Context: an optimization exercise on an open-source flow, tuned for small area. The choices shown serve that exercise and are no tape-out recipe.
At most, simulation tests tie the RTL to the original design; equivalence was not proved.
The RTL of runs 1 to 3 was laid out without a check of its function.
Power is estimated from default activity; no workload was simulated.

==> flow/design.v <==
`timescale 1ns / 1ps
module catTrap(Clk, Reset, Down_b, hCount, vCount, rgb, bright, Block_col, Block_row);
	input	Clk, Reset, Down_b;
	input [7:0] Block_col, Block_row;
	input [9:0] hCount, vCount;
	input bright;
	output reg [11:0] rgb;
	reg started;
	reg [2:0] cr, cc;
	reg [41:0] blk;
	reg [41:0] vis_r;
	wire [41:0] vis;
	function gtk(input [9:0] x, input [9:0] K);
		integer i;
		reg g;
		begin
			g = 1'b0;
			for (i = 0; i < 10; i = i + 1)
				g = K[i] ? (x[i] & g) : (x[i] | g);
			gtk = g;
		end
	endfunction
	function [7:0] dec1h(input [7:0] code);
		integer i;
		reg [7:0] s;
		begin
			for (i = 1; i < 8; i = i + 1)
				s[i] = (code == (8'd1 << (i - 1)));
			s[0] = ~|s[7:1];
			dec1h = s;
		end
	endfunction
	function is_vsq(input integer k);
		is_vsq = (k / 7 >= 1) && (k / 7 <= 4) && (k % 7 >= 1) && (k % 7 <= 5) && (((k / 7) + (k % 7)) % 2 == 1);
	endfunction
	wire [5:0] crh;
	wire [6:0] cch;
	genvar gr, gc;
	generate
		for (gr = 0; gr < 6; gr = gr + 1) begin : crdec
			assign crh[gr] = (cr == gr);
		end
		for (gc = 0; gc < 7; gc = gc + 1) begin : ccdec
			assign cch[gc] = (cc == gc);
		end
	endgenerate
	reg [5:0] rowC, rowL, rowR;
	reg b_dn, b_up, b_rt, b_lt;
	always @(*) begin : nbr
		integer r, c;
		for (r = 0; r < 6; r = r + 1) begin
			rowC[r] = 1'b0; rowL[r] = 1'b0; rowR[r] = 1'b0;
			for (c = 1; c < 6; c = c + 1) begin
				rowC[r] = rowC[r] | (cch[c] & blk[r*7+c]);
				rowL[r] = rowL[r] | (cch[c] & blk[r*7+c-1]);
				rowR[r] = rowR[r] | (cch[c] & blk[r*7+c+1]);
			end
		end
		b_dn = 1'b0; b_up = 1'b0; b_rt = 1'b0; b_lt = 1'b0;
		for (r = 1; r < 5; r = r + 1) begin
			b_dn = b_dn | (crh[r] & rowC[r+1]);
			b_up = b_up | (crh[r] & rowC[r-1]);
			b_rt = b_rt | (crh[r] & rowR[r]);
			b_lt = b_lt | (crh[r] & rowL[r]);
		end
	end
	wire on_edge = crh[0] | crh[5] | cch[0] | cch[6];
	wire trapped = b_dn & b_rt & b_up & b_lt;
	wire start = ~started;
	wire lost = started & on_edge;
	wire won = started & trapped;
	wire go = started & ~on_edge & ~trapped & Down_b;
	wire [7:0] rsel = dec1h(Block_row);
	wire [7:0] csel = dec1h(Block_col);
	wire bvalid = go & ~rsel[6] & ~rsel[7] & ~csel[7];
	reg m_r0, m_rp, m_rm, m_c0, m_cp, m_cm;
	always @(*) begin : match
		integer r, c;
		m_r0 = 1'b0; m_rp = 1'b0; m_rm = 1'b0;
		for (r = 1; r < 5; r = r + 1) begin
			m_r0 = m_r0 | (crh[r] & rsel[r]);
			m_rp = m_rp | (crh[r] & rsel[r+1]);
			m_rm = m_rm | (crh[r] & rsel[r-1]);
		end
		m_c0 = 1'b0; m_cp = 1'b0; m_cm = 1'b0;
		for (c = 1; c < 6; c = c + 1) begin
			m_c0 = m_c0 | (cch[c] & csel[c]);
			m_cp = m_cp | (cch[c] & csel[c+1]);
			m_cm = m_cm | (cch[c] & csel[c-1]);
		end
	end
	wire n_dn = b_dn | (bvalid & m_rp & m_c0);
	wire n_rt = b_rt | (bvalid & m_r0 & m_cp);
	wire n_up = b_up | (bvalid & m_rm & m_c0);
	wire n_lt = b_lt | (bvalid & m_r0 & m_cm);
	wire moved = go & ~(n_dn & n_rt & n_up & n_lt);
	wire mv_dn = ~n_dn;
	wire mv_rt = n_dn & ~n_rt;
	wire mv_up = n_dn & n_rt & ~n_up;
	wire mv_lt = n_dn & n_rt & n_up & ~n_lt;
	reg [2:0] ncr, ncc;
	always @(*) begin
		case (cr)
			3'd1: ncr = mv_dn ? 3'd2 : mv_up ? 3'd0 : 3'd1;
			3'd2: ncr = mv_dn ? 3'd3 : mv_up ? 3'd1 : 3'd2;
			3'd3: ncr = mv_dn ? 3'd4 : mv_up ? 3'd2 : 3'd3;
			3'd4: ncr = mv_dn ? 3'd5 : mv_up ? 3'd3 : 3'd4;
			default: ncr = cr;
		endcase
		case (cc)
			3'd1: ncc = mv_rt ? 3'd2 : mv_lt ? 3'd0 : 3'd1;
			3'd2: ncc = mv_rt ? 3'd3 : mv_lt ? 3'd1 : 3'd2;
			3'd3: ncc = mv_rt ? 3'd4 : mv_lt ? 3'd2 : 3'd3;
			3'd4: ncc = mv_rt ? 3'd5 : mv_lt ? 3'd3 : 3'd4;
			3'd5: ncc = mv_rt ? 3'd6 : mv_lt ? 3'd4 : 3'd5;
			default: ncc = cc;
		endcase
	end
	wire [5:0] rs, rk, mk;
	wire [6:0] ck;
	generate
		for (gr = 0; gr < 6; gr = gr + 1) begin : rowsig
			assign rs[gr] = bvalid & rsel[gr];
			assign mk[gr] = moved & crh[gr];
			assign rk[gr] = start | mk[gr];
		end
		for (gc = 0; gc < 7; gc = gc + 1) begin : colsig
			assign ck[gc] = start | cch[gc];
		end
		for (gr = 0; gr < 6; gr = gr + 1) begin : sqr
			for (gc = 0; gc < 7; gc = gc + 1) begin : sqc
				always @(posedge Clk)
					blk[gr*7+gc] <= (blk[gr*7+gc] | (rs[gr] & csel[gc])) & ~(rk[gr] & ck[gc]);
				if (is_vsq(gr*7+gc)) begin : v
					always @(posedge Clk)
						vis_r[gr*7+gc] <= (vis_r[gr*7+gc] & started) | (mk[gr] & cch[gc]);
					assign vis[gr*7+gc] = vis_r[gr*7+gc];
				end else begin : nv
					assign vis[gr*7+gc] = 1'b0;
				end
			end
		end
	endgenerate
	always @(posedge Clk, posedge Reset) begin
		if (Reset) begin
			started <= 1'b0;
			cr <= 3'd3;
			cc <= 3'd3;
		end else begin
			if (Down_b) started <= 1'b1;
			if (moved) begin
				cr <= ncr;
				cc <= ncc;
			end
		end
	end
	wire h_frame = gtk(hCount, 10'd189) & ~gtk(hCount, 10'd550);
	wire v_frame = gtk(vCount, 10'd139) & ~gtk(vCount, 10'd450);
	wire in_sq = gtk(hCount, 10'd199) & gtk(vCount, 10'd149);
	wire [6:0] hgt;
	wire [5:0] vgt;
	assign hgt[0] = 1'b1;
	assign hgt[1] = gtk(hCount, 10'd250);
	assign hgt[2] = gtk(hCount, 10'd300);
	assign hgt[3] = gtk(hCount, 10'd350);
	assign hgt[4] = gtk(hCount, 10'd400);
	assign hgt[5] = gtk(hCount, 10'd450);
	assign hgt[6] = gtk(hCount, 10'd500);
	assign vgt[0] = 1'b0;
	assign vgt[1] = gtk(vCount, 10'd200);
	assign vgt[2] = gtk(vCount, 10'd250);
	assign vgt[3] = gtk(vCount, 10'd300);
	assign vgt[4] = gtk(vCount, 10'd350);
	assign vgt[5] = gtk(vCount, 10'd400);
	wire [6:0] pch = {hgt[6], hgt[5:0] & ~hgt[6:1]};
	wire [5:0] prh = {~vgt[1], vgt[1] & ~vgt[2], vgt[2] & ~vgt[3], vgt[3] & ~vgt[4], vgt[4] & ~vgt[5], vgt[5]};
	reg p_blk, p_vis;
	reg [6:0] pb_col, pv_col;
	always @(*) begin : dmux
		integer r, c;
		for (c = 0; c < 7; c = c + 1) begin
			pb_col[c] = 1'b0; pv_col[c] = 1'b0;
			for (r = 0; r < 6; r = r + 1) begin
				pb_col[c] = pb_col[c] | (prh[r] & blk[r*7+c]);
				pv_col[c] = pv_col[c] | (prh[r] & vis[r*7+c]);
			end
		end
		p_blk = 1'b0; p_vis = 1'b0;
		for (c = 0; c < 7; c = c + 1) begin
			p_blk = p_blk | (pch[c] & pb_col[c]);
			p_vis = p_vis | (pch[c] & pv_col[c]);
		end
	end
	wire p_odd = (prh[1] | prh[3] | prh[5]) ^ (pch[1] | pch[3] | pch[5]);
	wire p_cat = |(prh & crh) & |(pch & cch);
	always @(*) begin
		if (!bright)
			rgb = 12'h000;
		else if (h_frame && v_frame) begin
			if (!in_sq)
				rgb = 12'h07F;
			else if (p_blk & started)
				rgb = 12'h000;
			else if (p_cat)
				rgb = 12'hF80;
			else if (p_odd && !(p_vis & started))
				rgb = 12'hAAA;
			else
				rgb = 12'hFFF;
		end else if (start)
			rgb = 12'hF80;
		else if (lost)
			rgb = 12'hF00;
		else if (won)
			rgb = 12'h0F0;
		else
			rgb = 12'hAFF;
	end
endmodule
==> flow/flow/run.sh <==
#!/bin/bash
# The standard layout (standard.sh), with two changes:
#  - synthesis maps the logic with an area-oriented ABC script (flow/area.abc)
#    instead of ORFS's abc_area.script; everything else in the synthesis
#    script (synth_recipe.tcl) is unchanged, so the registers are the same;
#  - ports are buffered with sky130_fd_sc_hd__buf_1 cells.
set -euo pipefail
W=$(pwd)
export MY_ABC_SCRIPT=$W/flow/area.abc
{
  echo 'proc abc {args} {'
  echo '  set i [lsearch -exact $args -script]'
  echo '  if { $i >= 0 } { lset args [expr {$i + 1}] $::env(MY_ABC_SCRIPT) }'
  echo '  yosys abc {*}$args'
  echo '}'
  cat "$W/synth_recipe.tcl"
} > "$W/flow_synth.tcl"
bash "$W/standard.sh" SYNTH_SCRIPT="$W/flow_synth.tcl" \
  "BUFFER_PORTS_ARGS=-buffer_cell sky130_fd_sc_hd__buf_1" finish > "$W/standard.log" 2>&1
==> flow/flow/area.abc <==
&get -n
&st
&dch -f
&nf -R 1000 -p -C 32 -F 10 -A 10
&put
==> flow/standard.sh <==
#!/bin/bash
# synth_recipe.tcl (not shown) runs the flow's synth.tcl, then flattens the netlist and writes it again
# the make line also repeats each setting of config.mk as NAME=value (left out here)
make -C /OpenROAD-flow-scripts/flow DESIGN_CONFIG=/design/flow/config.mk WORK_HOME=/design/flow/orfs CLKGATE_MAP_FILE= SYNTH_SCRIPT=/design/flow/synth_recipe.tcl "${@:-finish}"
==> flow/config.mk <==
export PLATFORM = sky130hd
export DESIGN_NAME = catTrap
export DESIGN_NICKNAME = catTrap
export VERILOG_FILES = /design/flow/design.v
export SDC_FILE = /design/flow/constraint.sdc
export NUM_CORES = 4
export LEC_CHECK = 0
export ABC_AREA = 1
export CAP_MARGIN = 20
export CORE_MARGIN = 2
export CORE_UTILIZATION = 40
export CTS_BUF_LIST = sky130_fd_sc_hd__clkbuf_4
export CTS_CLUSTER_DIAMETER = 60
export CTS_CLUSTER_SIZE = 20
export PLACE_DENSITY = 0.6
export SLEW_MARGIN = 20
==> flow/constraint.sdc <==
create_clock -name core_clock -period 10.0 [get_ports {Clk}]
set_input_delay 2.0000 -clock core_clock [delete_from_list [all_inputs] [get_ports {Clk}]]
set_output_delay 2.0000 -clock core_clock [all_outputs]
set_load 0.01 [all_outputs]
==> impl_metrics.ini, run 1 <==
[run_status]
outcome = finished clean

[finish]
final_cell_mix = 84 x nand2_1, 68 x a21oi_1, 52 x dfxtp_1
design_area_sq_um = 4380
area.growth.synth_to_final_pct = 13.8
instances_no_fill = 699
layout.nets = 605
num_antenna_cells = 0
utilization_pct = 47.2
drive_gt1_share_pct = 4.74
layout_commonest_cell = nand2_1

[pwr]
switching_power_uw = 130
seqPwrFrac_pct = 49.5
irDropWorstVdd_v = 0.0000792
sw_frac_of_total_pct = 26.8
p_leak_uw = 0.00155
p_clk_share_pct = 40.6
comb_power_share_pct = 9.9
p_per_area_nw_per_um2 = 111
intPower_uw = 356

[route]
drtAntennaViolNets = 0
first_iter_violations = 884
avgRoutedWirePerCell_microns = 19.1
vias = 4480
drc_errors = 0
firstDrtPassIters = 13
drt-total-wl_microns = 13300
vias_per_cell = 6.41

[synthesis]
syn-instance-count = 503
synth_ff_type = dfxtp_1
yosysTopAreaCellShare_pct = 27.0
ys_warn_count = 1
syn_avg_cell_area_sq_um = 7.65
synth_fp_nets = 543
ys_types = 50
synth.top_cells.by_area = dfxtp_1 27%, a222oi_1 11%, a21oi_1 8.8%
async_flop_share_pct = 11.9
yosysSeqAreaShare_pct = 31.7
synth_top_cell_by_area = dfxtp_1
synth-edff-count = 0
ys_seq_elements = 59
syn-cell-area_sq_um = 3850

[clocking]
cts_tree = built
clock_latency_ns = 0.42
clock_path_buffers = 2
clkTransAtPathRegs_ns = 0.09
cts_hold_buffers = 0
cts_max_level = 3
post_cts_buffers = 0
clock_sinks = 59
cts_made_buffers = 9
cts-root-buf = clkbuf_4
ctsResizeCount = 0

[worst_setup_path]
cp_max_fo = 11
cp-startpoint = vCount[2]
crit_required_ns = 8.00
start_kind = input pin
crit_arrival_ns = 5.55
timing.rr.start = cc[1]
worstSetupEndpointType = primary output
path_class = in2out

[placement]
io_buffers = 51
place_congestion = 1.03
dp.cells = 683
dp_hpwl_microns = 9800
placed_area_sq_um = 4220
pre_cts_ws_ns = 2.21

[sta]
grt_setup_unrepaired = no
fin_crit_sh_pct = 75.5
slew_viol_final = 0
tightest_slew_ns = 1.12
report.final.setup_viol = 0
clock.fmax_mhz = 132
fin_skew_ns = 0.0207
hold_viol_final = 0
max_slew_margin_pct = 24.8
fin_ws_ns = 2.45
fin_crit_ns = 7.55
finalSetupTns_ns = 0

[floorplanning]
die_height_microns = 102
rows = 35
die_x_microns = 102
io_pins = 52
die-area_sq_um = 10400
core_sq_um = 9280
start_util_pct = 41.5

[global_route]
grt_use_total_pct = 26.3
grt_pass1_wl_microns = 21400
grt.overflow.total = 0
antenna_found_initial = 0
grt_max_degree = 49
grt_pass1_vias = 4131

[job]
max-cap-violations = 0

[hold_path]
hold_path_class = reg2reg
hp-start = vis[15]
## per-layer routing
metal | GRT usage [%] | part of all wire (%)
met5 | 0 | 0
met4 | 11.6 | 3.4
met3 | 5.54 | 9.5
met2 | 41.3 | 44
met1 | 34.7 | 43
## through the flow
step | total power, uW | hold WS (ns)
after detailed placement | 293 | 0.450
after global routing | 504 | 0.513
after floorplan | 274 | 0.429
after CTS | 488 | 0.473
final | 486 | 0.464
after global placement | 291 | 0.443
## synthesized netlist by cell type, types with 7 or more instances
library cell and number:
a21oi_1 68, a222oi_1 41, a22oi_1 18, and2_0 10, dfxtp_1 52, nand2_1 84, nand3_1 7, nor2_1 39
nor2b_1 30, nor3_1 15, o21a_1 13, o21ai_0 33, or2_0 7
## registers in the layout (all words and copies together) (netlist names)
register  cells
vis          10
blk          42
cr            3
cc            3
started       1
## final timing paths
check / endpoint / slack [ns] / cells after the start
max in group asynchronous: cr[1] / 8.33 / 2
worst max register to register: blk[32] / 4.94 / 17
worst min-delay path: vis[15] / 0.46 / 2
worst min register to register: vis[15] / 0.46 / 2
min in group asynchronous: started / 1.44 / 2
worst max-delay path: rgb[2] / 2.45 / 13
## kinds of logic (layout without fill, tap and decap cells)
family / Yosys count / in the layout / share of synthesized area [%]
XOR/XNOR: 4 / 4 / 0.910
flip-flops: 59 / 59 / 31.7
AND/OR/NAND/NOR: 222 / 222 / 28.6
buffers and inverters: 10 / 77 / 1.46
AO/OA/AOI/OAI: 208 / 208 / 37.3
## worst max-delay path, cell delays in order
cell and delay (ns):
buf_1 0.13, or3_1 0.40, or4_1 0.41, a31o_1 0.35
nor3_2 0.64, a222oi_1 0.19, a21oi_1 0.21, a2111oi_0 0.07
a21boi_0 0.44, nor2_1 0.08, o21ai_0 0.36, nor3_1 0.13
buf_1 0.15
## area by class of cell
class                      instances  area, sq um
inverter                           5         18.8
clock buffer                       9         67.6
tap                              129          161
sequential                        59         1220
multi-input combinational        434         2590
clock inverter                     7         92.6
timing repair buffer              56          229
fill                             981         4900
## power by group through the flow
stage | logic (uW) | clock network, uW | registers, uW
after detailed placement | 47.3 | 0 | 246
after floorplan | 28.4 | 0 | 245
after global placement | 45.4 | 0 | 246
after CTS | 47.5 | 200 | 240
after global routing | 54.6 | 209 | 241
final | 48.2 | 197 | 241
==> run 2, diff against run 1 <==
--- a/flow/config.mk
+++ b/flow/config.mk
@@ -11,5 +11,2 @@
 export CORE_UTILIZATION = 40
-export CTS_BUF_LIST = sky130_fd_sc_hd__clkbuf_4
-export CTS_CLUSTER_DIAMETER = 60
-export CTS_CLUSTER_SIZE = 20
 export PLACE_DENSITY = 0.6
==> run 2 against run 1 <==
Global-route usage fell by 0.057 points. Largest power group is now the clock network. Critical path depth did not move. Combinational power barely moved. Power rose by 13%. Via count rose by 0.94%. Final cell count did not move. Hold slack got worse by 0.0012 ns. Sequential power barely moved. Non-clock buffer count did not move. Largest cell class unchanged. Register-to-register slack got worse by 0.02 ns. Synthesized cell count did not move. Flip-flop and latch count did not move. Still clean.
==> impl_metrics.ini, run 2 <==
[clocking]
cts_hold_buffers = 0
cts_made_buffers = 9
clock_latency_ns = 0.35
ctsResizeCount = 0
cts_max_level = 3
clkTransAtPathRegs_ns = 0.07
post_cts_buffers = 0
cts_tree = built
cts-root-buf = clkbuf_8
clock_sinks = 59
clock_path_buffers = 2

[sta]
slew_viol_final = 0
holdWs_ns = 0.463
tightest_slew_ns = 1.14
fin_skew_ns = 0.0123
hold_viol_final = 0
fin_crit_sh_pct = 75.5
report.final.setup_viol = 0
max_slew_margin_pct = 23.7
finalSetupTns_ns = 0
fin_crit_ns = 7.55
grt_setup_unrepaired = no
fin_ws_ns = 2.45
clock.fmax_mhz = 132

[floorplanning]
die_x_microns = 102
start_util_pct = 41.5
rows = 35
die_height_microns = 102
die-area_sq_um = 10400
core_sq_um = 9280
io_pins = 52

[finish]
area.growth.synth_to_final_pct = 15.8
layout_commonest_cell = nand2_1
layout.nets = 605
largest_reg_flops = 42
multi_input_area_sq_um = 2590
final_cell_mix = 84 x nand2_1, 68 x a21oi_1, 52 x dfxtp_1
drive_gt1_share_pct = 5.09
seqCellArea_sq_um = 1220
num_antenna_cells = 0
fillers = 976
top_register = blk
instances_no_fill = 699

[synthesis]
yosysTopAreaCellShare_pct = 27.0
ys_warn_count = 1
synth_ff_type = dfxtp_1
ys_seq_elements = 59
synth-edff-count = 0
yosys-top-cells-count = 84 x nand2_1, 68 x a21oi_1, 52 x dfxtp_1
syn_avg_cell_area_sq_um = 7.65
synth_most_common_cell = nand2_1
ys_types = 50
async_flop_share_pct = 11.9
syn-instance-count = 503
synth.top_cells.by_area = dfxtp_1 27%, a222oi_1 11%, a21oi_1 8.8%
yosysSeqAreaShare_pct = 31.7
synth_fp_nets = 543
syn-cell-area_sq_um = 3850
synth_top_cell_by_area = dfxtp_1

[worst_setup_path]
crit_required_ns = 8.00
cp_max_fo = 11
worstSetupEndpointType = primary output
r2r_end = blk[32]
r2r_setup_slack_ns = 4.92
start_kind = input pin
crit_arrival_ns = 5.55
setup.worst_path.end = rgb[2]
timing.rr.start = cc[1]
cp-startpoint = vCount[2]
r2r_cells = 17
path_class = in2out

[placement]
place_congestion = 1.03
dp_hpwl_microns = 9800
pre_cts_ws_ns = 2.21
dp.cells = 683
io_buffers = 51

[route]
firstDrtPassIters = 11
first_iter_violations = 809
drt-total-wl_microns = 13400
drc_errors = 0
vias_per_cell = 6.47
vias = 4522
avgRoutedWirePerCell_microns = 19.2
drtAntennaViolNets = 0

[global_route]
grt_max_degree = 49
grt.overflow.total = 0
grt_use_total_pct = 26.2
antenna_found_initial = 0
grt_pass1_vias = 4137
grt_pass1_wl_microns = 21400

[run_status]
outcome = finished clean

[hold_path]
hold_path_class = reg2reg
min_delay_path_depth = 2

[pwr]
irDropWorstVdd_v = 0.0000822
p_per_area_nw_per_um2 = 123
p_leak_uw = 0.00159

[job]
max-cap-violations = 0
run 2: cell counts after synthesis:
Identical to the previous run, type by type.
run 2: final cells by class:
class | instances | share of cell area [%]
Multi-Input combinational cell | 434 | 58.1
Sequential cell | 59 | 27.4
Timing Repair Buffer | 56 | 5.13
Tap cell | 129 | 3.62
Clock buffer | 11 | 3.40
Clock inverter | 5 | 1.91
Inverter | 5 | 0.421
run 2: worst min-delay path by stage:
stage / slack (ns) / start / end
2_1_floorplan: 0.43 / vis[11] / vis[11]
3_3_place_gp: 0.44 / vis[33] / vis[33]
3_5_place_dp: 0.45 / vis[15] / vis[15]
4_1_cts: 0.47 / vis[29] / vis[29]
5_1_grt: 0.51 / vis[33] / vis[33]
6_report: 0.46 / vis[33] / vis[33]
run 2: routing by layer:
layer / global-route usage (%) / vias to the layer above / wire, microns
met5: 0 / - / 0
li1: - / 2118 / -
met1: 34.3 / 2055 / 5830
met4: 10.5 / 0 / 472
met3: 5.88 / 49 / 1350
met2: 41.9 / 300 / 5770
run 2: cells by family (layout without fill, tap and decap cells):
family	after synthesis	in the layout	share of synthesized area [%]
flops	59	59	31.7
compound gates	208	208	37.3
xor+xnor	4	4	0.910
simple gates	222	222	28.6
buf+inv	10	77	1.46
run 2: where the power goes:
| group | switching (uW) | internal [uW] |
|---|---|---|
| clock | 104 | 155 |
| sequential | 1.81 | 239 |
| combinational | 31.8 | 16.5 |
| total | 137 | 410 |
run 2: stage by stage:
stage	instance area [sq um]	utilization, %	total power (uW)
2_1_floorplan	3850	-	274
3_3_place_gp	4220	45.4	291
3_5_place_dp	4220	45.4	293
4_1_cts	4450	48.0	549
5_1_grt	4460	48.0	564
6_report	4460	48.0	547
run 2: worst max-delay path: stages:
cell and delay, ns:
buf_1 0.13, or3_1 0.40, or4_1 0.41, a31o_1 0.36, nor3_2 0.64, a222oi_1 0.18, a21oi_1 0.22, a2111oi_0 0.08
a21boi_0 0.43, nor2_1 0.08, o21ai_0 0.35, nor3_1 0.13, buf_1 0.15
==> run 3, diff against run 2 <==
--- a/flow/design.v
+++ b/flow/design.v
@@ -8,2 +8,3 @@
 	reg started;
+	reg won;
 	reg [2:0] cr, cc;
@@ -35,2 +36,8 @@
 	endfunction
+	assign crh[0] = cr[2] & cr[0];
+	assign crh[1] = cr[1] & ~cr[0];
+	assign crh[2] = cr[2] & ~cr[1];
+	assign crh[3] = ~cr[2] & ~cr[0];
+	assign crh[4] = cr[0] & ~cr[1];
+	assign crh[5] = cr[1] & ~cr[2];
 	wire [5:0] crh;
@@ -39,5 +46,2 @@
 	generate
-		for (gr = 0; gr < 6; gr = gr + 1) begin : crdec
-			assign crh[gr] = (cr == gr);
-		end
 		for (gc = 0; gc < 7; gc = gc + 1) begin : ccdec
@@ -46,3 +50,15 @@
 	endgenerate
-	reg [5:0] rowC, rowL, rowR;
+	wire [7:0] rsel = dec1h(Block_row);
+	wire [7:0] csel = dec1h(Block_col);
+	wire bvalid = go & ~rsel[6] & ~rsel[7] & ~csel[7];
+	wire [41:0] bs;
+	generate
+		for (gr = 0; gr < 6; gr = gr + 1) begin : bsr
+			for (gc = 0; gc < 7; gc = gc + 1) begin : bsc
+				assign bs[gr*7+gc] = blk[gr*7+gc] | (bvalid & rsel[gr] & csel[gc]);
+			end
+		end
+	endgenerate
+	reg [5:0] colv;
+	reg [6:0] rowv;
 	reg b_dn, b_up, b_rt, b_lt;
@@ -51,8 +67,10 @@
 		for (r = 0; r < 6; r = r + 1) begin
-			rowC[r] = 1'b0; rowL[r] = 1'b0; rowR[r] = 1'b0;
-			for (c = 1; c < 6; c = c + 1) begin
-				rowC[r] = rowC[r] | (cch[c] & blk[r*7+c]);
-				rowL[r] = rowL[r] | (cch[c] & blk[r*7+c-1]);
-				rowR[r] = rowR[r] | (cch[c] & blk[r*7+c+1]);
-			end
+			colv[r] = 1'b0;
+			for (c = 1; c < 6; c = c + 1)
+				colv[r] = colv[r] | (cch[c] & bs[r*7+c]);
+		end
+		for (c = 0; c < 7; c = c + 1) begin
+			rowv[c] = 1'b0;
+			for (r = 1; r < 5; r = r + 1)
+				rowv[c] = rowv[c] | (crh[r] & bs[r*7+c]);
 		end
@@ -60,6 +78,8 @@
 		for (r = 1; r < 5; r = r + 1) begin
-			b_dn = b_dn | (crh[r] & rowC[r+1]);
-			b_up = b_up | (crh[r] & rowC[r-1]);
-			b_rt = b_rt | (crh[r] & rowR[r]);
-			b_lt = b_lt | (crh[r] & rowL[r]);
+			b_dn = b_dn | (crh[r] & colv[r+1]);
+			b_up = b_up | (crh[r] & colv[r-1]);
+		end
+		for (c = 1; c < 6; c = c + 1) begin
+			b_rt = b_rt | (cch[c] & rowv[c+1]);
+			b_lt = b_lt | (cch[c] & rowv[c-1]);
 		end
@@ -67,30 +87,9 @@
 	wire on_edge = crh[0] | crh[5] | cch[0] | cch[6];
-	wire trapped = b_dn & b_rt & b_up & b_lt;
 	wire start = ~started;
 	wire lost = started & on_edge;
-	wire won = started & trapped;
-	wire go = started & ~on_edge & ~trapped & Down_b;
-	wire [7:0] rsel = dec1h(Block_row);
-	wire [7:0] csel = dec1h(Block_col);
-	wire bvalid = go & ~rsel[6] & ~rsel[7] & ~csel[7];
-	reg m_r0, m_rp, m_rm, m_c0, m_cp, m_cm;
-	always @(*) begin : match
-		integer r, c;
-		m_r0 = 1'b0; m_rp = 1'b0; m_rm = 1'b0;
-		for (r = 1; r < 5; r = r + 1) begin
-			m_r0 = m_r0 | (crh[r] & rsel[r]);
-			m_rp = m_rp | (crh[r] & rsel[r+1]);
-			m_rm = m_rm | (crh[r] & rsel[r-1]);
-		end
-		m_c0 = 1'b0; m_cp = 1'b0; m_cm = 1'b0;
-		for (c = 1; c < 6; c = c + 1) begin
-			m_c0 = m_c0 | (cch[c] & csel[c]);
-			m_cp = m_cp | (cch[c] & csel[c+1]);
-			m_cm = m_cm | (cch[c] & csel[c-1]);
-		end
-	end
-	wire n_dn = b_dn | (bvalid & m_rp & m_c0);
-	wire n_rt = b_rt | (bvalid & m_r0 & m_cp);
-	wire n_up = b_up | (bvalid & m_rm & m_c0);
-	wire n_lt = b_lt | (bvalid & m_r0 & m_cm);
+	wire go = started & ~on_edge & ~won & Down_b;
+	wire n_dn = b_dn;
+	wire n_rt = b_rt;
+	wire n_up = b_up;
+	wire n_lt = b_lt;
 	wire moved = go & ~(n_dn & n_rt & n_up & n_lt);
@@ -102,9 +101,3 @@
 	always @(*) begin
-		case (cr)
-			3'd1: ncr = mv_dn ? 3'd2 : mv_up ? 3'd0 : 3'd1;
-			3'd2: ncr = mv_dn ? 3'd3 : mv_up ? 3'd1 : 3'd2;
-			3'd3: ncr = mv_dn ? 3'd4 : mv_up ? 3'd2 : 3'd3;
-			3'd4: ncr = mv_dn ? 3'd5 : mv_up ? 3'd3 : 3'd4;
-			default: ncr = cr;
-		endcase
+		ncr = mv_dn ? {cr[1:0], ~cr[2]} : mv_up ? {~cr[0], cr[2:1]} : cr;
 		case (cc)
@@ -123,3 +116,3 @@
 			assign rs[gr] = bvalid & rsel[gr];
-			assign mk[gr] = moved & crh[gr];
+			assign mk[gr] = (gr == 0 || gr == 5) ? 1'b0 : moved & crh[gr];
 			assign rk[gr] = start | mk[gr];
@@ -127,3 +120,3 @@
 		for (gc = 0; gc < 7; gc = gc + 1) begin : colsig
-			assign ck[gc] = start | cch[gc];
+			assign ck[gc] = (gc == 0 || gc == 6) ? start : start | cch[gc];
 		end
@@ -132,3 +125,3 @@
 				always @(posedge Clk)
-					blk[gr*7+gc] <= (blk[gr*7+gc] | (rs[gr] & csel[gc])) & ~(rk[gr] & ck[gc]);
+					blk[gr*7+gc] <= bs[gr*7+gc] & ~(rk[gr] & ck[gc]);
 				if (is_vsq(gr*7+gc)) begin : v
@@ -146,3 +139,4 @@
 			started <= 1'b0;
-			cr <= 3'd3;
+			won <= 1'b0;
+			cr <= 3'b000;
 			cc <= 3'd3;
@@ -150,2 +144,3 @@
 			if (Down_b) started <= 1'b1;
+			if (go & ~moved) won <= 1'b1;
 			if (moved) begin
--- a/flow/config.mk
+++ b/flow/config.mk
@@ -11,2 +11,5 @@
 export CORE_UTILIZATION = 40
+export CTS_BUF_LIST = sky130_fd_sc_hd__clkbuf_4
+export CTS_CLUSTER_DIAMETER = 150
+export CTS_CLUSTER_SIZE = 30
 export PLACE_DENSITY = 0.6
==> run 3 against run 2 <==
Still clean on timing, DRC and antenna. Power shrank 15%. Core utilization shrank 1.2 points. Flip-flop and latch count grew 1. Wire length shrank 8.7%. Register-to-register slack lost 0.33 ns. Worst setup slack gained 0.58 ns. Sequential share of layout area grew 2.9 points. Hold slack gained 0.0088 ns. Final cell count shrank 7.2%. Critical path type unchanged.
==> impl_metrics.ini, run 3 <==
[floorplanning]
die_x_microns = 99.4
start_util_pct = 41.5
io_pins = 52
rows = 34
core_sq_um = 8760
die-area_sq_um = 9880
die_height_microns = 99.4

[clocking]
clkTransAtPathRegs_ns = 0.11
cts-root-buf = clkbuf_4
post_cts_buffers = 0
cts_made_buffers = 9
ctsResizeCount = 0
clock_latency_ns = 0.43
clock_sinks = 60
cts_hold_buffers = 0
cts_max_level = 3
clock_path_buffers = 2
cts_tree = built

[worst_setup_path]
r2r_cells = 20
crit_required_ns = 8.00
crit_arrival_ns = 4.97
setup.worst_path.end = rgb[0]
cp-startpoint = vCount[6]
path_class = in2out
start_kind = input pin
cp_max_fo = 11
r2r_end = blk[31]
timing.rr.start = cc[0]
r2r_setup_slack_ns = 4.59
worstSetupEndpointType = primary output

[synthesis]
ys_seq_elements = 60
async_flop_share_pct = 13.3
synth-edff-count = 0
yosysSeqAreaShare_pct = 34.2
yosysTopAreaCellShare_pct = 28.6
synth_fp_nets = 514
ys_warn_count = 1
synth_most_common_cell = a21oi_1
syn-cell-area_sq_um = 3640
synth_ff_type = dfxtp_1
synth_top_cell_by_area = dfxtp_1
yosys-top-cells-count = 73 x a21oi_1, 59 x nand2_1, 52 x dfxtp_1
ys_types = 50
synth.top_cells.by_area = dfxtp_1 29%, a21oi_1 10%, nand2_1 6.1%
syn_avg_cell_area_sq_um = 7.68
syn-instance-count = 474

[sta]
slew_viol_final = 0
fin_crit_sh_pct = 69.7
fin_crit_ns = 6.97
holdWs_ns = 0.472
finalSetupTns_ns = 0
fin_skew_ns = 0.0176
report.final.setup_viol = 0
clock.fmax_mhz = 143
tightest_slew_ns = 1.04
grt_setup_unrepaired = no
hold_viol_final = 0
max_slew_margin_pct = 29.9

[pwr]
p_leak_uw = 0.00148
p_per_area_nw_per_um2 = 113
irDropWorstVdd_v = 0.0000787

[route]
firstDrtPassIters = 6
vias = 4326
wl_met1_microns = 5030
met3_length_microns = 1370
first_iter_violations = 654
routed.top_layer = met4
wl_met2_microns = 5420
vias_per_cell = 6.67
drc_errors = 0
avgRoutedWirePerCell_microns = 18.9
drtAntennaViolNets = 0
drt-total-wl_microns = 12300

[global_route]
grt_pass1_wl_microns = 19300
grt.overflow.total = 0
grt_max_degree = 47
antenna_found_initial = 0
grt_pass1_vias = 3938
grt_use_total_pct = 24.7

[placement]
io_buffers = 51
dp_hpwl_microns = 9010
place_congestion = 1.01

[finish]
final_cell_mix = 73 x a21oi_1, 59 x nand2_1, 52 x dfxtp_1
top_register = blk
drive_gt1_share_pct = 4.07
area.growth.synth_to_final_pct = 12.7
num_antenna_cells = 0
fillers = 899
largest_reg_flops = 42
layout.nets = 576
layout_commonest_cell = a21oi_1

[hold_path]
hold_path_class = reg2reg

[job]
max-cap-violations = 0

[run_status]
outcome = finished clean
run 3: cell types whose count changed after synthesis, moves of 12 or more:
cell and delta:
nand2_1 -25, a222oi_1 -24, o22ai_1 +26, o21a_1 -12, a22oi_1 -16
run 3: worst max-delay path, stage by stage:
cell	delay, ns
buf_1	0.15
or3_1	0.44
a41o_1	0.37
nor2b_1	0.73
a222oi_1	0.20
a21oi_1	0.22
a21oi_1	0.06
nand3_1	0.13
nand2_1	0.08
nand2_1	0.09
nand2_1	0.05
nand2_1	0.09
a21oi_1	0.06
and2_0	0.16
buf_1	0.13
run 3: routing by layer:
metal / track usage, % / vias up
met2: 38.5 / 307
met4: 9.69 / 0
li1: - / 1969
met5: 0 / -
met3: 7.24 / 53
met1: 32.2 / 1997
run 3: area by class of cell:
class | count | area, sq um | area share (%)
Multi-Input combinational cell | 402 | 2330 | 56.9
Tap cell | 108 | 135 | 3.30
Clock inverter | 7 | 67.6 | 1.65
Inverter | 7 | 26.3 | 0.641
Timing Repair Buffer | 56 | 229 | 5.58
Sequential cell | 60 | 1240 | 30.3
Clock buffer | 9 | 67.6 | 1.65
run 3: per-stage QoR:
stage / utilization, % / worst slack [ns] / std cells / area [sq um] / power (uW)
detailed placement: 45.2 / 3.13 / 633 / 3970 / 296
CTS: 46.8 / 3.11 / 649 / 4100 / 464
floorplan: - / 3.54 / 474 / 3640 / 277
global placement: 45.2 / 3.32 / 633 / 3970 / 295
global route: 46.8 / 2.81 / 649 / 4100 / 481
finish: 46.8 / 3.03 / 649 / 4100 / 464
run 3: kinds of logic (layout without fill, tap and decap cells):
logic type,after synthesis,after routing,synth area share [%]
xor gates and xnor gates,1,1,0.241
buffers and inverters,12,79,1.75
AOI/OAI and AO/OA,201,201,35.4
DFF,60,60,34.2
muxes,4,4,1.20
and+or+nand+nor,196,196,27.2
run 3: power by group:
part | switching [uW] | internal [uW] | leakage (uW)
Sequential | 1.86 | 243 | 0.000521
Combinational | 31.0 | 16.2 | 0.000891
Clock | 97.1 | 74.7 | 0.0000693
Total | 130 | 334 | 0.00148
run 3: worst min path at each step:
stage / start / end / slack (ns) / cells past startpoint
floorplan: vis[11] / vis[11] / 0.43 / 2
global placement: vis[17] / vis[17] / 0.45 / 2
detailed placement: vis[11] / vis[11] / 0.45 / 2
CTS: vis[11] / vis[11] / 0.47 / 2
global route: vis[17] / vis[17] / 0.51 / 2
finish: vis[11] / vis[11] / 0.47 / 2
==> run 4, diff against run 3 <==
--- a/flow/design.v
+++ b/flow/design.v
@@ -23,10 +23,10 @@
 	endfunction
-	function [7:0] dec1h(input [7:0] code);
-		integer i;
-		reg [7:0] s;
+	function [7:0] dec1h(input [7:0] b);
+		reg m_lo, m_hi, multi;
 		begin
-			for (i = 1; i < 8; i = i + 1)
-				s[i] = (code == (8'd1 << (i - 1)));
-			s[0] = ~|s[7:1];
-			dec1h = s;
+			m_lo = (b[0] & b[1]) | (b[2] & b[3]) | ((b[0] | b[1]) & (b[2] | b[3]));
+			m_hi = (b[4] & b[5]) | (b[6] & b[7]) | ((b[4] | b[5]) & (b[6] | b[7]));
+			multi = m_lo | m_hi | (|b[3:0] & |b[7:4]);
+			dec1h[7:1] = b[6:0] & {7{~multi}};
+			dec1h[0] = ~|b[6:0] | multi;
 		end
@@ -53,3 +53,4 @@
 	wire bvalid = go & ~rsel[6] & ~rsel[7] & ~csel[7];
-	wire [41:0] bs;
+	wire [5:0] rs;
+	wire [41:0] fr;       
 	generate
@@ -57,3 +58,3 @@
 			for (gc = 0; gc < 7; gc = gc + 1) begin : bsc
-				assign bs[gr*7+gc] = blk[gr*7+gc] | (bvalid & rsel[gr] & csel[gc]);
+				assign fr[gr*7+gc] = ~(blk[gr*7+gc] | (rs[gr] & csel[gc]));
 			end
@@ -63,3 +64,3 @@
 	reg [6:0] rowv;
-	reg b_dn, b_up, b_rt, b_lt;
+	reg b_dn, b_up, b_rt, b_lt;    
 	always @(*) begin : nbr
@@ -69,3 +70,3 @@
 			for (c = 1; c < 6; c = c + 1)
-				colv[r] = colv[r] | (cch[c] & bs[r*7+c]);
+				colv[r] = colv[r] | (cch[c] & fr[r*7+c]);
 		end
@@ -74,3 +75,3 @@
 			for (r = 1; r < 5; r = r + 1)
-				rowv[c] = rowv[c] | (crh[r] & bs[r*7+c]);
+				rowv[c] = rowv[c] | (crh[r] & fr[r*7+c]);
 		end
@@ -90,6 +91,6 @@
 	wire go = started & ~on_edge & ~won & Down_b;
-	wire n_dn = b_dn;
-	wire n_rt = b_rt;
-	wire n_up = b_up;
-	wire n_lt = b_lt;
+	wire n_dn = ~b_dn;
+	wire n_rt = ~b_rt;
+	wire n_up = ~b_up;
+	wire n_lt = ~b_lt;
 	wire moved = go & ~(n_dn & n_rt & n_up & n_lt);
@@ -111,3 +112,3 @@
 	end
-	wire [5:0] rs, rk, mk;
+	wire [5:0] rk, mk;
 	wire [6:0] ck;
@@ -125,3 +126,3 @@
 				always @(posedge Clk)
-					blk[gr*7+gc] <= bs[gr*7+gc] & ~(rk[gr] & ck[gc]);
+					blk[gr*7+gc] <= ~(fr[gr*7+gc] | (rk[gr] & ck[gc]));
 				if (is_vsq(gr*7+gc)) begin : v
--- a/flow/config.mk
+++ b/flow/config.mk
@@ -11,5 +11,2 @@
 export CORE_UTILIZATION = 40
-export CTS_BUF_LIST = sky130_fd_sc_hd__clkbuf_4
-export CTS_CLUSTER_DIAMETER = 150
-export CTS_CLUSTER_SIZE = 30
 export PLACE_DENSITY = 0.6
==> run 4 against run 3 <==
Global-route usage increased by 1.4 points. Critical path depth decreased by 3. Power increased by 12%. Still clean. Worst setup slack got worse by 0.57 ns. Largest power group unchanged. Core utilization increased by 0.59 points. Final cell count decreased by 1.4%. Clock power increased by 31%. Cell area increased by 0.76%. Sequential power about the same. Critical path type unchanged.
==> impl_metrics.ini, run 4 <==
[route]
drc_errors = 0
wl_met1_microns = 5500
firstDrtPassIters = 10
routed.top_layer = met4
vias_per_cell = 6.47
first_iter_violations = 618
vias = 4142
drtAntennaViolNets = 0
drt-total-wl_microns = 12500
wl_met2_microns = 5440
avgRoutedWirePerCell_microns = 19.6
met3_length_microns = 1250

[global_route]
grt_pass1_vias = 3796
grt_max_degree = 47
antenna_found_initial = 0
grt_pass1_wl_microns = 20200
grt_use_total_pct = 26.1
grt.overflow.total = 0

[floorplanning]
rows = 34
io_pins = 52
core_sq_um = 8720
die_x_microns = 99.0
start_util_pct = 41.4
die_height_microns = 99.0
die-area_sq_um = 9800

[worst_setup_path]
cp-startpoint = vCount[6]
path_class = in2out
r2r_end = blk[19]
r2r_setup_slack_ns = 4.17
cp_max_fo = 11
timing.rr.start = cc[0]
crit_required_ns = 8.00
r2r_cells = 20
start_kind = input pin
setup.worst_path.end = rgb[2]
crit_arrival_ns = 5.55
worstSetupEndpointType = primary output

[sta]
fin_crit_sh_pct = 75.5
max_slew_margin_pct = 34.5
report.final.setup_viol = 0
tightest_slew_ns = 0.983
grt_setup_unrepaired = no
clock.fmax_mhz = 132
slew_viol_final = 0
hold_viol_final = 0
fin_skew_ns = 0.0146
finalSetupTns_ns = 0
fin_crit_ns = 7.55

[clocking]
clock_sinks = 60
cts_made_buffers = 9
clock_latency_ns = 0.36
post_cts_buffers = 0
ctsResizeCount = 0
cts_hold_buffers = 0
cts_tree = built
cts_max_level = 3
clock_path_buffers = 2
cts-root-buf = clkbuf_8
clkTransAtPathRegs_ns = 0.07

[placement]
dp_hpwl_microns = 9270
dp.cells = 624
placed_area_sq_um = 3930
io_buffers = 51
place_congestion = 0.963

[synthesis]
yosys-top-cells-count = 80 x a21oi_1, 60 x nand2_1, 52 x dfxtp_1
syn-instance-count = 466
yosysTopAreaCellShare_pct = 28.8
ys_types = 49
syn_avg_cell_area_sq_um = 7.74
syn-cell-area_sq_um = 3610
synth_ff_type = dfxtp_1
synth.top_cells.by_area = dfxtp_1 29%, a21oi_1 11%, a222oi_1 7.2%
ys_seq_elements = 60
synth_fp_nets = 506
async_flop_share_pct = 13.3
synth_most_common_cell = a21oi_1
synth-edff-count = 0
synth_top_cell_by_area = dfxtp_1
yosysSeqAreaShare_pct = 34.5
ys_warn_count = 1

[pwr]
sw_frac_of_total_pct = 27.7
irDropWorstVdd_v = 0.0000507
p_leak_uw = 0.00153
p_clk_share_pct = 43.3
intPower_uw = 375
p_per_area_nw_per_um2 = 126
switching_power_uw = 144
comb_power_share_pct = 9.5
seqPwrFrac_pct = 47.2

[finish]
top_register = blk
design_area_sq_um = 4130
largest_reg_flops = 42
layout.nets = 567
drive_gt1_share_pct = 4.32
layout_commonest_cell = a21oi_1
num_antenna_cells = 0
fillers = 929
instances_no_fill = 640
area.growth.synth_to_final_pct = 14.5
final_cell_mix = 80 x a21oi_1, 60 x nand2_1, 52 x dfxtp_1

[run_status]
outcome = finished clean

[job]
max-cap-violations = 0

[hold_path]
hold_path_class = reg2reg
min_delay_path_depth = 2
-- run 4: metrics by stage --
step / utilization (%) / worst slack (ns) / power, uW / hold WS [ns]
after floorplan: - / 3.51 / 277 / 0.429
after global placement: 45.0 / 2.55 / 297 / 0.440
after detailed placement: 45.1 / 2.55 / 298 / 0.449
after CTS: 47.4 / 2.53 / 520 / 0.466
after global routing: 47.4 / 2.06 / 541 / 0.498
final: 47.4 / 2.45 / 519 / 0.468
-- run 4: cell families after synthesis --
logic type | after synthesis | synth area share (%)
AO/OA/AOI/OAI | 201 | 36.7
XOR/XNOR | 2 | 0.486
buffers and inverters | 12 | 1.77
flip-flops | 60 | 34.5
multiplexers | 5 | 1.53
AND/OR/NAND/NOR | 186 | 25.1
-- run 4: routing by layer --
layer  GRT usage [%]  vias to the layer above
met4            8.43                        0
li1                -                     1939
met3            6.74                       34
met1            36.8                     1945
met5               0                        -
met2            38.9                      224
-- run 4: worst min path at each step --
stage,slack (ns),endpoint,startpoint
after floorplan,0.43,vis[17],vis[17]
after global placement,0.44,vis[15],vis[15]
after detailed placement,0.45,vis[9],vis[9]
after CTS,0.47,vis[9],vis[9]
after global routing,0.50,vis[31],vis[31]
final,0.47,vis[9],vis[9]
-- run 4: cell type report --
cell class	count	area [sq um]	area share [%]
Multi-Input combinational cell	394	2310	55.8
Sequential cell	60	1240	30.1
Timing Repair Buffer	55	221	5.36
Tap cell	108	135	3.27
Clock buffer	9	124	3.00
Clock inverter	7	75.1	1.82
Inverter	7	26.3	0.636
-- run 4: critical path, cell delays in order --
cell and delay, ns:
buf_1 0.15, or3_1 0.44, a41o_1 0.42, nor2b_1 0.81, a222oi_1 0.18, a21oi_1 0.24
a2111oi_0 0.08, a21boi_0 0.49, nor2b_1 0.09, o21ai_0 0.36, nor3_1 0.13, buf_1 0.15
-- run 4: power groups by stage --
stage	logic (uW)	registers (uW)	clock network, uW
after floorplan	27.3	249	0
after global placement	47.5	250	0
after detailed placement	48.1	250	0
after CTS	48.5	245	227
after global routing	55.2	245	240
final	49.2	245	225
==> run 5, diff against run 4 <==
--- a/flow/flow/run.sh
+++ b/flow/flow/run.sh
@@ -1,3 +1,3 @@
 #!/bin/bash
-# The standard layout (standard.sh), with two changes:
+# The standard layout (standard.sh), with these changes:
 #  - synthesis maps the logic with an area-oriented ABC script (flow/area.abc)
@@ -5,3 +5,5 @@
 #    script (synth_recipe.tcl) is unchanged, so the registers are the same;
-#  - ports are buffered with sky130_fd_sc_hd__buf_1 cells.
+#  - ports, and the outputs that share a driver, are buffered with
+#    sky130_fd_sc_hd__buf_1 cells;
+#  - clock tree: clkbuf_4 buffers, larger sink clusters, no dummy loads.
 set -euo pipefail
@@ -18,2 +20,5 @@
 bash "$W/standard.sh" SYNTH_SCRIPT="$W/flow_synth.tcl" \
-  "BUFFER_PORTS_ARGS=-buffer_cell sky130_fd_sc_hd__buf_1" finish > "$W/standard.log" 2>&1
+  "BUFFER_PORTS_ARGS=-buffer_cell sky130_fd_sc_hd__buf_1" \
+  "MIN_BUF_CELL_AND_PORTS=sky130_fd_sc_hd__buf_1 A X" \
+  "CTS_ARGS=-sink_clustering_enable -repair_clock_nets -dont_use_dummy_load -buf_list sky130_fd_sc_hd__clkbuf_4 -sink_clustering_size 15 -sink_clustering_max_diameter 300" \
+  finish > "$W/standard.log" 2>&1
==> run 5 against run 4 <==
Register-to-register slack got worse by 0.16 ns. Worst setup slack better by 0.055 ns. Clock power fell by 47%. Wire length is 0.44% lower. Sequential power hardly changed. Flip-flop and latch count is the same. Final cell count decreased by 0.78%. Via count grew 0.39%. Global-route usage shrank 0.61 points. Count of clock-buffer cells in the layout did not move. Synthesized cell count is the same. Combinational power is 1% lower. Highest routed layer unchanged.
==> impl_metrics.ini, run 5 <==
[run_status]
outcome = finished clean

[sta]
tightest_slew_ns = 0.991
report.final.setup_viol = 0
slew_viol_final = 0
fin_crit_ns = 7.49
hold_viol_final = 0
max_slew_margin_pct = 33.8
fin_crit_sh_pct = 74.9
fin_skew_ns = 0.0418
clock.fmax_mhz = 133
finalSetupTns_ns = 0
grt_setup_unrepaired = no

[synthesis]
synth_top_cell_by_area = dfxtp_1
yosysTopAreaCellShare_pct = 29.0
synth_most_common_cell = a21oi_1
async_flop_share_pct = 13.3
synth_fp_nets = 506
syn-instance-count = 466
synth-edff-count = 0
ys_seq_elements = 60
ys_types = 49
yosys-top-cells-count = 80 x a21oi_1, 60 x nand2_1, 52 x dfxtp_1
yosysSeqAreaShare_pct = 34.6
syn_avg_cell_area_sq_um = 7.70
syn-cell-area_sq_um = 3590
synth_ff_type = dfxtp_1
ys_warn_count = 1
synth.top_cells.by_area = dfxtp_1 29%, a21oi_1 11%, a222oi_1 7.2%

[clocking]
clock_latency_ns = 0.42
clock_path_buffers = 2
post_cts_buffers = 0
cts_hold_buffers = 0
clkTransAtPathRegs_ns = 0.11
cts_tree = built
cts-root-buf = clkbuf_4
clock_sinks = 60
cts_made_buffers = 9
cts_max_level = 3
ctsResizeCount = 0

[worst_setup_path]
timing.rr.start = cc[0]
r2r_end = blk[16]
path_class = in2out
r2r_setup_slack_ns = 4.01
crit_path_top_delay_cell = nor2b_1
critical_path.max_stage_delay_ns = 0.83
crit_arrival_ns = 5.49
r2r_cells = 18
crit_required_ns = 8.00
crit_buf_inv = 2
start_kind = input pin
path_cells = buf_1 > or3_1 > a41o_1 > nor2b_1 > a222oi_1 > a21oi_1 > a2111oi_0 > a21boi_0 > nor2b_1 > o21ai_0 > nor3_1 > buf_1
worstSetupEndpointType = primary output
critical_path.top_delay_family = compound AO/OA/AOI/OAI gates
cp_max_fo = 11

[floorplanning]
die_x_microns = 98.7
rows = 34
start_util_pct = 41.2
die-area_sq_um = 9750
io_pins = 52
core_sq_um = 8720
die_height_microns = 98.7

[pwr]
p_per_area_nw_per_um2 = 103
p_leak_uw = 0.00148
irDropWorstVdd_v = 0.0000560

[finish]
top_register = blk
drive_gt1_share_pct = 3.42
final_cell_mix = 80 x a21oi_1, 60 x nand2_1, 52 x dfxtp_1
num_antenna_cells = 0
design_area_sq_um = 4010
area.growth.synth_to_final_pct = 11.8
layout_commonest_cell = a21oi_1
largest_reg_flops = 42
layout.nets = 569

[global_route]
grt_pass1_vias = 3782
grt_pass1_wl_microns = 19600
grt_max_degree = 46
antenna_found_initial = 0
grt.overflow.total = 0
grt_use_total_pct = 25.5

[hold_path]
hold_end = vis[15]
min_delay_path_depth = 2
hold_path_class = reg2reg
hp-start = vis[15]

[route]
vias = 4158
drt-total-wl_microns = 12500
avgRoutedWirePerCell_microns = 19.6
drtAntennaViolNets = 0
drc_errors = 0
vias_per_cell = 6.55
first_iter_violations = 444
firstDrtPassIters = 8

[placement]
placed_area_sq_um = 3940
io_buffers = 51
place_congestion = 0.983
dp_hpwl_microns = 9200

[job]
max-cap-violations = 0
==> run 5: cell count changes after synthesis <==
| cell | previous run | this run |
|---|---|---|
| buf_1 | 0 | 5 |
| buf_4 | 5 | 0 |
==> run 5: where the power goes <==
part,internal (uW),total [uW],leakage [uW],switching (uW)
Combinational,15.8,48.6,0.000914,32.8
Clock,41.7,120,0.0000414,77.9
Sequential,243,245,0.000521,1.84
Total,300,413,0.00148,112
==> run 5: per-layer routing <==
layer | global-route usage, % | wire, microns
met2 | 40.8 | 5680
met1 | 33.5 | 5300
met3 | 6.38 | 1120
met5 | 0 | 0
met4 | 9.27 | 361
==> run 5: kinds of logic after synthesis <==
group	synth area share, %
AND/OR/NAND/NOR	25.2
XOR/XNOR	0.488
flip-flops	34.6
AO/OA/AOI/OAI	36.9
buffers and inverters	1.25
multiplexers	1.53
==> run 5: how the worst max path moves through the flow <==
stage | start | depth (start not counted) | slack, ns | end
after detailed placement | vCount[6] | 12 | 2.65 | rgb[2]
after CTS | vCount[6] | 12 | 2.62 | rgb[2]
after global placement | vCount[6] | 12 | 2.69 | rgb[2]
final | vCount[6] | 12 | 2.51 | rgb[2]
after global routing | vCount[6] | 12 | 2.27 | rgb[0]
after floorplan | vCount[6] | 11 | 3.53 | rgb[2]
==> run 5: through the flow <==
step	total power (uW)	hold slack, ns	util [%]	setup WS, ns	std cells
after global placement	297	0.439	45.1	2.69	625
after detailed placement	298	0.445	45.2	2.65	625
after floorplan	276	0.429	-	3.53	466
after CTS	415	0.473	46.0	2.62	634
after global routing	431	0.496	46.0	2.27	635
final	413	0.474	46.0	2.51	635
==> run 5: worst reg2reg max path: stages, from the launching register on <==
cell      delay, ns
dfstp_2        0.65
nor3_1         0.10
a211oi_1       0.20
o21ai_0        0.17
nor2b_1        0.23
nor2b_1        0.21
nand2_1        0.23
a211oi_1       0.51
and3_1         0.49
a21oi_1        0.20
a222oi_1       0.49
nand2_1        0.13
a222oi_1       0.58
a21boi_0       0.47
and3_1         0.28
a31oi_1        0.29
nand2_1        0.28
nand2_1        0.22
a21oi_1        0.21
==> run 5: final cells by class <==
cell class / count / area (sq um)
inverters: 7 / 26.3
repair buffers: 57 / 234
well taps: 108 / 135
multi-input cells: 394 / 2310
flip-flops and latches: 60 / 1240
clock buffers: 9 / 67.6
fillers: 907 / 4710
==> run 6, diff against run 5 <==
--- a/flow/flow/run.sh
+++ b/flow/flow/run.sh
@@ -22,3 +22,3 @@
   "MIN_BUF_CELL_AND_PORTS=sky130_fd_sc_hd__buf_1 A X" \
-  "CTS_ARGS=-sink_clustering_enable -repair_clock_nets -dont_use_dummy_load -buf_list sky130_fd_sc_hd__clkbuf_4 -sink_clustering_size 15 -sink_clustering_max_diameter 300" \
+  "CTS_ARGS=-sink_clustering_enable -repair_clock_nets -dont_use_dummy_load -buf_list sky130_fd_sc_hd__clkbuf_4 -sink_clustering_size 30 -sink_clustering_max_diameter 150" \
   finish > "$W/standard.log" 2>&1
--- a/flow/config.mk
+++ b/flow/config.mk
@@ -11,2 +11,3 @@
 export CORE_UTILIZATION = 40
+export GPL_TIMING_DRIVEN = 0
 export PLACE_DENSITY = 0.6
==> run 6 against run 5 <==
Power is 0.46% lower. Wire length is 4.5% lower. Non-clock buffer count is 1 lower. First-iteration DRC count is 6.3% lower. Sequential share of layout area is 0.21 points higher. Clock skew is 0.0089 ns lower. Critical path type unchanged. Critical endpoint unchanged.
==> impl_metrics.ini, run 6 <==
[run_status]
outcome = finished clean

[floorplanning]
start_util_pct = 41.2
rows = 34
core_sq_um = 8720
die_height_microns = 98.7
die_x_microns = 98.7
die-area_sq_um = 9750
io_pins = 52

[sta]
fin_skew_ns = 0.0328
grt_setup_unrepaired = no
report.final.setup_viol = 0
hold_viol_final = 0
slew_viol_final = 0
fin_crit_sh_pct = 77.4
fin_crit_ns = 7.74
tightest_slew_ns = 1.13
clock.fmax_mhz = 129
finalSetupTns_ns = 0
max_slew_margin_pct = 24.9

[global_route]
met1_usage_pct = 33.4
grt_pass1_wl_microns = 18900
antenna_found_initial = 0
grt_use_total_pct = 24.2
grt_pass1_vias = 3728
grt.met3_usage_pct = 5.89
grtUsageMet2_pct = 37.6
grt_max_degree = 47
grt-busiest-layer = met2
grt.overflow.total = 0

[route]
first_iter_violations = 416
drt-total-wl_microns = 11900
drtAntennaViolNets = 0
avgRoutedWirePerCell_microns = 18.8
drc_errors = 0
vias = 4101
firstDrtPassIters = 6
vias_per_cell = 6.47

[synthesis]
synth_ff_type = dfxtp_1
async_flop_share_pct = 13.3
synth_fp_nets = 506
yosysSeqAreaShare_pct = 34.6
synth.top_cells.by_area = dfxtp_1 29%, a21oi_1 11%, a222oi_1 7.2%
synth_top_cell_by_area = dfxtp_1
ys_warn_count = 1
ys_types = 49
syn-instance-count = 466
ys_seq_elements = 60
yosys-top-cells-count = 80 x a21oi_1, 60 x nand2_1, 52 x dfxtp_1
syn_avg_cell_area_sq_um = 7.70
synth-edff-count = 0
synth_most_common_cell = a21oi_1
syn-cell-area_sq_um = 3590
yosysTopAreaCellShare_pct = 29.0

[placement]
dp.cells = 625
place_congestion = 1.03
io_buffers = 51
dp_hpwl_microns = 8880

[finish]
area.growth.synth_to_final_pct = 11.2
final_cell_mix = 80 x a21oi_1, 60 x nand2_1, 56 x buf_1
instances_no_fill = 634
layout_commonest_cell = a21oi_1
num_antenna_cells = 0
top_register = blk
utilization_pct = 45.8
drive_gt1_share_pct = 2.47
largest_reg_flops = 42
layout.nets = 568

[clocking]
post_cts_buffers = 0
clock_latency_ns = 0.40
cts_hold_buffers = 0
ctsResizeCount = 0
clock_sinks = 60
clock_path_buffers = 2
cts_made_buffers = 9
cts_max_level = 3
cts_tree = built
clkTransAtPathRegs_ns = 0.06
cts-root-buf = clkbuf_4

[pwr]
p_per_area_nw_per_um2 = 103
irDropWorstVdd_v = 0.0000525
p_leak_uw = 0.00145
total_power_uw = 411

[worst_setup_path]
r2r_setup_slack_ns = 4.05
cp-startpoint = vCount[6]
start_kind = input pin
timing.rr.start = cc[0]
r2r_cells = 20
crit_required_ns = 8.00
crit_arrival_ns = 5.74
worstSetupEndpointType = primary output
path_class = in2out
r2r_end = blk[32]
cp_max_fo = 11

[hold_path]
hold_end = vis[25]
min_delay_path_depth = 2
hp-start = vis[25]
hold_path_class = reg2reg

[job]
max-cap-violations = 0
[run 6: cell count changes in the layout (fill, tap and decap cells not counted), sizes merged]
cell and delta:
clkbuf -1
[run 6: critical path, stage by stage]
cell and delay [ns]:
buf_1 0.16, or3_1 0.44, a41o_1 0.42, nor2b_1 0.91
a222oi_1 0.24, a21oi_1 0.24, a2111oi_0 0.08, a21boi_0 0.43
nor2b_1 0.09, o21ai_0 0.36, nor3_1 0.13, buf_1 0.11
buf_1 0.11
[run 6: cell type report]
type                    instances  area [sq um]
inverters                       7          26.3
fillers                       900          4730
clock buffers                   9          67.6
multi-input cells             394          2310
plain buffers                   5          18.8
well taps                     108           135
repair buffers                 51           191
flip-flops and latches         60          1240
[run 6: layer usage]
metal	wire length, microns	vias up
met4	253	0
met5	0	-
met3	873	28
met1	5390	1948
met2	5380	185
li1	-	1940
[run 6: kinds of logic after synthesis]
family / after synthesis / share of synthesized area [%]
AO/OA/AOI/OAI: 201 / 36.9
XOR/XNOR: 2 / 0.488
buffers and inverters: 12 / 1.25
flip-flops: 60 / 34.6
multiplexers: 5 / 1.53
AND/OR/NAND/NOR: 186 / 25.2
[run 6: through the flow]
stage | area, sq um | hold WS, ns | setup WS (ns)
floorplan | 3590 | 0.429 | 3.53
global placement | 3920 | 0.441 | 2.39
detailed placement | 3920 | 0.449 | 2.36
CTS | 3990 | 0.465 | 2.35
global route | 3990 | 0.503 | 2.05
finish | 3990 | 0.462 | 2.26
[run 6: worst max path at each step]
| stage | end | slack (ns) |
|---|---|---|
| 3_5_place_dp | rgb[2] | 2.36 |
| 3_3_place_gp | rgb[2] | 2.39 |
| 6_report | rgb[2] | 2.26 |
| 4_1_cts | rgb[2] | 2.35 |
| 5_1_grt | rgb[2] | 2.05 |
| 2_1_floorplan | rgb[2] | 3.53 |
[run 6: report_power, final]
group / switching, uW / leakage (uW) / internal [uW] / total [uW]
clock: 74.8 / 0.0000414 / 41.7 / 117
combinational: 33.6 / 0.000891 / 16.2 / 49.8
sequential: 1.68 / 0.000521 / 243 / 244
total: 110 / 0.00145 / 301 / 411
==> run 7, diff against run 6 <==
--- a/flow/config.mk
+++ b/flow/config.mk
@@ -11,3 +11,2 @@
 export CORE_UTILIZATION = 40
-export GPL_TIMING_DRIVEN = 0
 export PLACE_DENSITY = 0.6
==> run 7 against run 6 <==
Still clean. Worst setup slack better by 0.25 ns. Sequential share of layout area decreased by 0.21 points. Clock skew up 0.0089 ns. Wire length grew 4.8%. Clock power barely moved. Global-route usage increased by 1.3 points. Critical path depth is 1 lower. Combinational power is 2% lower. Count of clock-buffer cells in the layout unchanged. Largest cell class unchanged. Highest routed layer unchanged.
==> impl_metrics.ini, run 7 <==
[synthesis]
syn-instance-count = 466
synth_top_cell_by_area = dfxtp_1
async_flop_share_pct = 13.3
synth_ff_type = dfxtp_1
synth_most_common_cell = a21oi_1
ys_types = 49
yosys-top-cells-count = 80 x a21oi_1, 60 x nand2_1, 52 x dfxtp_1
synth_fp_nets = 506
ys_warn_count = 1
ys_seq_elements = 60
yosysTopAreaCellShare_pct = 29.0
synth.top_cells.by_area = dfxtp_1 29%, a21oi_1 11%, a222oi_1 7.2%
synth-edff-count = 0
syn-cell-area_sq_um = 3590
syn_avg_cell_area_sq_um = 7.70
yosysSeqAreaShare_pct = 34.6

[finish]
layout.nets = 569
layout_commonest_cell = a21oi_1
drive_gt1_share_pct = 3.42
num_antenna_cells = 0
area.growth.synth_to_final_pct = 11.8
final_cell_mix = 80 x a21oi_1, 60 x nand2_1, 52 x dfxtp_1
design_area_sq_um = 4010
largest_reg_flops = 42
top_register = blk

[sta]
fin_crit_ns = 7.49
max_slew_margin_pct = 33.8
hold_viol_final = 0
slew_viol_final = 0
fin_skew_ns = 0.0418
finalSetupTns_ns = 0
fin_crit_sh_pct = 74.9
clock.fmax_mhz = 133
grt_setup_unrepaired = no
fin_ws_ns = 2.51
report.final.setup_viol = 0
tightest_slew_ns = 0.991

[job]
max-cap-violations = 0

[global_route]
grt_pass1_wl_microns = 19600
antenna_found_initial = 0
grt_pass1_vias = 3782
grt_max_degree = 46
grt.overflow.total = 0
grt_use_total_pct = 25.5

[clocking]
cts_hold_buffers = 0
clock_path_buffers = 2
cts-root-buf = clkbuf_4
ctsResizeCount = 0
cts_made_buffers = 9
cts_max_level = 3
clock_latency_ns = 0.42
clkTransAtPathRegs_ns = 0.11
cts_tree = built
clock_sinks = 60
post_cts_buffers = 0

[worst_setup_path]
cp_max_fo = 11
crit_arrival_ns = 5.49
path_class = in2out
start_kind = input pin
worstSetupEndpointType = primary output
crit_required_ns = 8.00

[route]
firstDrtPassIters = 8
first_iter_violations = 444
drt-total-wl_microns = 12500
drtAntennaViolNets = 0
met3_length_microns = 1120
avgRoutedWirePerCell_microns = 19.6
routed.top_layer = met4
vias = 4158
vias_per_cell = 6.55
wl_met2_microns = 5680
drc_errors = 0
wl_met1_microns = 5300

[hold_path]
hold_path_class = reg2reg

[floorplanning]
rows = 34
die-area_sq_um = 9750
io_pins = 52
die_x_microns = 98.7
die_height_microns = 98.7
core_sq_um = 8720
start_util_pct = 41.2

[run_status]
outcome = finished clean

[pwr]
p_per_area_nw_per_um2 = 103
p_leak_uw = 0.00148
irDropWorstVdd_v = 0.0000560

[placement]
place_congestion = 0.983
placed_area_sq_um = 3940
pre_cts_ws_ns = 2.65
dp_hpwl_microns = 9200
io_buffers = 51
==> run 7: cell types whose count changed in the layout (fill, tap and decap cells not counted) <==
cell,before,now
buf_1,56,51
buf_4,0,5
clkbuf_2,0,1
dfrtp_1,5,6
dfrtp_2,1,0
==> run 7: cell type report <==
cell class	instances	area, sq um
fill	907	4710
clock buffer	9	67.6
multi-input combinational	394	2310
inverter	7	26.3
tap	108	135
timing repair buffer	57	234
sequential	60	1240
==> run 7: logic make-up after synthesis <==
family / count (synthesis) / share of synthesized area (%)
multiplexers: 5 / 1.53
buffers and inverters: 12 / 1.25
AO/OA/AOI/OAI: 201 / 36.9
AND/OR/NAND/NOR: 186 / 25.2
XOR/XNOR: 2 / 0.488
flip-flops: 60 / 34.6
==> run 7: power breakdown <==
group / total, uW / internal [uW] / switching (uW)
Sequential: 245 / 243 / 1.84
Clock: 120 / 41.7 / 77.9
Combinational: 48.6 / 15.8 / 32.8
==> run 7: worst paths after layout <==
path                            from      end  slack, ns  cells past startpoint
setup reg to reg               cc[0]  blk[16]       4.01                     18
max in group asynchronous      Reset    cc[1]       8.30                      2
min in group asynchronous      Reset  started       1.44                      2
hold reg to reg              vis[15]  vis[15]       0.47                      2
hold / removal               vis[15]  vis[15]       0.47                      2
setup / recovery           vCount[6]   rgb[2]       2.51                     12
==> run 7: metrics by stage <==
| stage | utilization, % | hold slack (ns) | std cells | total power (uW) |
|---|---|---|---|---|
| 6_report | 46.0 | 0.474 | 635 | 413 |
| 5_1_grt | 46.0 | 0.496 | 635 | 431 |
| 4_1_cts | 46.0 | 0.473 | 634 | 415 |
| 3_5_place_dp | 45.2 | 0.445 | 625 | 298 |
| 3_3_place_gp | 45.1 | 0.439 | 625 | 297 |
| 2_1_floorplan | - | 0.429 | 466 | 276 |
==> run 7: critical path, cell delays in order <==
cell	delay [ns]
buf_1	0.15
or3_1	0.44
a41o_1	0.41
nor2b_1	0.83
a222oi_1	0.20
a21oi_1	0.26
a2111oi_0	0.10
a21boi_0	0.40
nor2b_1	0.09
o21ai_0	0.34
nor3_1	0.12
buf_1	0.15
==> run 7: layer usage <==
| metal | track usage (%) | up-vias |
|---|---|---|
| met5 | 0 | - |
| met4 | 9.27 | 0 |
| met3 | 6.38 | 34 |
| met2 | 40.8 | 202 |
| met1 | 33.5 | 1977 |
| li1 | - | 1945 |

[static timing again, ports no longer ideal]
Ports are ideal in the flow. The routed layouts listed here were re-timed in OpenROAD. Step 1: set_driving_cell puts a clkbuf_16 on Clk and a buf_2 on each other input, an assumption about the parent block. Step 2 also shifts input and output timing later by t, the mid clock arrival at the registers, as if the neighbouring blocks saw the same clock. Three values: ideal ports, drivers, drivers and shift; two values: the first two.
run	t (ns)	slack for setup (ns)	pins driven straight from the clock port
run 1	0.435	2.450 / 2.429 / 2.429	1
run 2	0.374	2.448 / 2.427 / 2.427	1
run 3	0.450	3.025 / 3.006 / 3.006	1
run 4	0.383	2.452 / 2.427 / 2.427	1
run 5	0.424	2.507 / 2.485 / 2.485	1
run 6	0.414	2.261 / 2.239 / 2.239	1
run 7	0.424	2.507 / 2.485 / 2.485	1
After both steps every run listed still meets setup and hold. For run 4, which loses most, drivers alone change the setup slack by -0.025 ns; drivers and shift together by -0.025 ns.
